This design comes from an exercise in tuning for small area on the open sky130 flow, not from production work. In this exercise RTL edits were held to simulation tests only and were not proved equivalent to the original. Power and IR drop assume default switching activity.

run K:
## CoinsMatrixBitMap
module	CoinsMatrixBitMap	(	
					input	logic	clk,
					input	logic	resetN,
					input	logic	[10:0] offsetX, 
					input	logic	[10:0] offsetY,
					input	logic	InsideRectangle,  
					input	logic	coinCollision,
					input logic [4:0] randomMapLocationX,
					input logic [3:0] randomMapLocationY,
					input logic placeCoin,		 
					input logic placeMoneyBag,	 
					input logic placeTimeBoost,	 
					output	logic	drawingRequest,  
					output	logic	[7:0] RGBout,   
					output	logic upScore,			 
					output	logic upTime			 
 ) ;
localparam int NX = 18 ;
localparam int NY = 12 ;
localparam logic [NX*NY-1:0] NP_INIT = 216'h2198c200000000a03329c84850c284848f333c000064c380300 ;
localparam logic [NX*NY-1:0] Q_INIT  = 216'h3d98c70001c000f0333dc84f50c3c484ff333c000064c380300 ;
localparam logic [NX*NY-1:0] PQ_TILE = 216'h2198c200000000a03329c84870c284848f333c000064c380300 ;
logic [NX*NY-1:0] nP, Q, empty ;
logic pick_anotherCoin_flag ;    
logic pick_anotherMoneyBag_flag ;
logic [4:0] oX ;
logic [3:0] oY ;
assign oX = offsetX[9:5] ;
assign oY = offsetY[8:5] ;
logic offset_inMap ;
assign offset_inMap = (oX < NX) && (oY < NY) ;
logic [4:0] rX ;
logic [3:0] rY ;
assign rX = randomMapLocationX ;
assign rY = (randomMapLocationY[3] & randomMapLocationY[2]) ? {1'b0, randomMapLocationY[2:0]} : randomMapLocationY ;
logic random_inMap ;
assign random_inMap = (rX < NX) ;
logic [NX-1:0] colO, colR ;
logic [NY-1:0] rowO, rowR ;
always_comb begin
	for (int x = 0; x < NX; x++) begin
		colO[x] = (oX == x) ;
		colR[x] = (rX == x) ;
	end
	for (int y = 0; y < NY; y++) begin
		rowO[y] = (oY == y) ;
		rowR[y] = (rY == y) ;
	end
end
logic [NY-1:0] nPc, Qc, Ec ;
always_comb begin
	for (int y = 0; y < NY; y++) begin
  ...
clock: 12.0 ns
lec_check: 0
cap_margin: 20
core_margin: 2
core_utilization: 50
place_density: 0.6
slew_margin: 20
standard.sh (not shown) runs the stock make flow with config.mk's settings and CLKGATE_MAP_FILE= SYNTH_SCRIPT=/design/flow/synth_recipe.tcl, a recipe that flattens the netlist after the stock synthesis.
==> flow/flow/run.sh <==
#!/bin/bash
# Own layout flow:
#  2. the same synthesis script again, with ABC's delay-oriented mapping script replaced by an
#     area-oriented one (area.abc); the registers come out the same (same instances, names and
#     cells, checked against step 1), only the combinational logic is mapped differently;
#  3. the standard layout steps on that netlist, with a clock tree without dummy loads and
#     lighter port buffers.
set -uo pipefail
WORK=$(pwd)
FLOWDIR=$WORK/flow
R=$WORK/orfs/results/$FLOW_PLATFORM/CoinsMatrixBitMap/base

# 1. standard synthesis
bash standard.sh synth > synth_standard.log 2>&1 || { echo "standard synthesis failed"; exit 1; }
cp "$R/1_2_yosys.v" std_1_2_yosys.v

# 2. area-oriented synthesis
rm -rf scripts_area orfs_area
cp -r "$FLOW_HOME/scripts" scripts_area
cp "$FLOWDIR/area.abc" scripts_area/abc_speed.script
A=$WORK/orfs_area/results/$FLOW_PLATFORM/CoinsMatrixBitMap/base
if make -C "$FLOW_HOME" DESIGN_CONFIG="$WORK/config.mk" WORK_HOME="$WORK/orfs_area" CLKGATE_MAP_FILE= \
     SYNTH_SCRIPT="$WORK/synth_recipe.tcl" SCRIPTS_DIR="$WORK/scripts_area" "$A/1_2_yosys.v" > synth_area.log 2>&1 \
   && python3 "$FLOWDIR/sameregs.py" std_1_2_yosys.v "$A/1_2_yosys.v" > sameregs.log 2>&1; then
  cp "$A/1_2_yosys.v" "$R/1_2_yosys.v"
  touch "$R/1_2_yosys.v"
  echo "using the area-mapped netlist"
else
  echo "area synthesis failed or changed the registers; using the standard netlist"
fi

# 3. standard layout steps
export CTS_ARGS="-sink_clustering_enable -repair_clock_nets -dont_use_dummy_load -buf_list sky130_fd_sc_hd__clkbuf_8 -sink_clustering_size 24 -sink_clustering_max_diameter 45"
export BUFFER_PORTS_ARGS="-buffer_cell sky130_fd_sc_hd__buf_1"
bash standard.sh > layout.log 2>&1 || { echo "layout failed"; exit 1; }
==> flow/flow/area.abc <==
strash
&get -n
&deepsyn -T 200
&dch
&nf -R 1000 -p -F 8 -C 32
&put
==> flow/flow/sameregs.py <==
#!/usr/bin/env python3
"""Check that two netlists hold the same register instances (name and cell type)."""
import re, sys
def regs(f):
    t = open(f).read()
    return {(n, c) for c, n in re.findall(r"^\s*(sky130_fd_sc_hd__(?:df|sdf|edf|dl)\w*)\s+(\S+)\s*\(", t, re.M)}
a, b = regs(sys.argv[1]), regs(sys.argv[2])
print(len(a), "registers in the standard netlist,", len(b), "in the re-mapped one")
sys.exit(0 if a == b and a else 1)
The following lists how run H was set up differently from run K:
--- a/flow/flow/run.sh
+++ b/flow/flow/run.sh
@@ -32,3 +32,3 @@
 # 3. standard layout steps
-export CTS_ARGS="-sink_clustering_enable -repair_clock_nets -dont_use_dummy_load -buf_list sky130_fd_sc_hd__clkbuf_8 -sink_clustering_size 24 -sink_clustering_max_diameter 45"
+export CTS_ARGS="-sink_clustering_enable -repair_clock_nets -dont_use_dummy_load -buf_list sky130_fd_sc_hd__clkbuf_8 -sink_clustering_size 16 -sink_clustering_max_diameter 70"
 export BUFFER_PORTS_ARGS="-buffer_cell sky130_fd_sc_hd__buf_1"
--- a/flow/config.mk
+++ b/flow/config.mk
@@ -7,3 +7,3 @@
 export LEC_CHECK = 0
-export CAP_MARGIN = 20
+export CAP_MARGIN = 5
 export CORE_MARGIN = 2
@@ -11,2 +11,2 @@
 export PLACE_DENSITY = 0.6
-export SLEW_MARGIN = 20
+export SLEW_MARGIN = 5
When run H is measured against run K, its sequential group share of total power turns out 3.3 points higher. Run H vs run K: area of all placed cells without fillers down slightly. Total wire length: run H vs run K, no meaningful difference. Relative to run K, the total power of run H is lower by about 5.4%. Re ratio of cells with drive above 1 in the final layout: run K and run H aren't equal, and the higher value belongs to run K. Run H — synthesis-to-layout area growth 1.2 points lower, run K as reference. Via count down about 0.4% in run H wrt run K.

## static timing again, ports no longer ideal
How much do the figures lean on ideal ports? The routed layouts below were timed once more, with nothing changed but the port constraints. Step 1 assumes that a clkbuf_16 drives the clock port and a buf_2 every other input. Step 2, shift: input delay + t, output delay - t, t = (earliest + latest rising clock arrival at the registers) / 2. This alone moves slack from input paths to output paths. a / b / c = no drivers / after step 1 / after step 2; a / b = the first two.
run	t, ns	setup slack, ns	worst hold slack (ns)	worst setup path at the end	slew at the worst register clock pin (ns)
run K	0.701	3.769 / 3.782 / 3.082	0.491 / 0.491 / 0.491	input to register	0.09 / 0.09
run H	0.658	3.741 / 3.752 / 3.094	0.498 / 0.498 / 0.498	input to register	0.11 / 0.11
After both steps every run listed still meets setup and hold. The setup slack of run K, which loses most, moves by +0.013 ns with the drivers and by -0.687 ns with both steps.
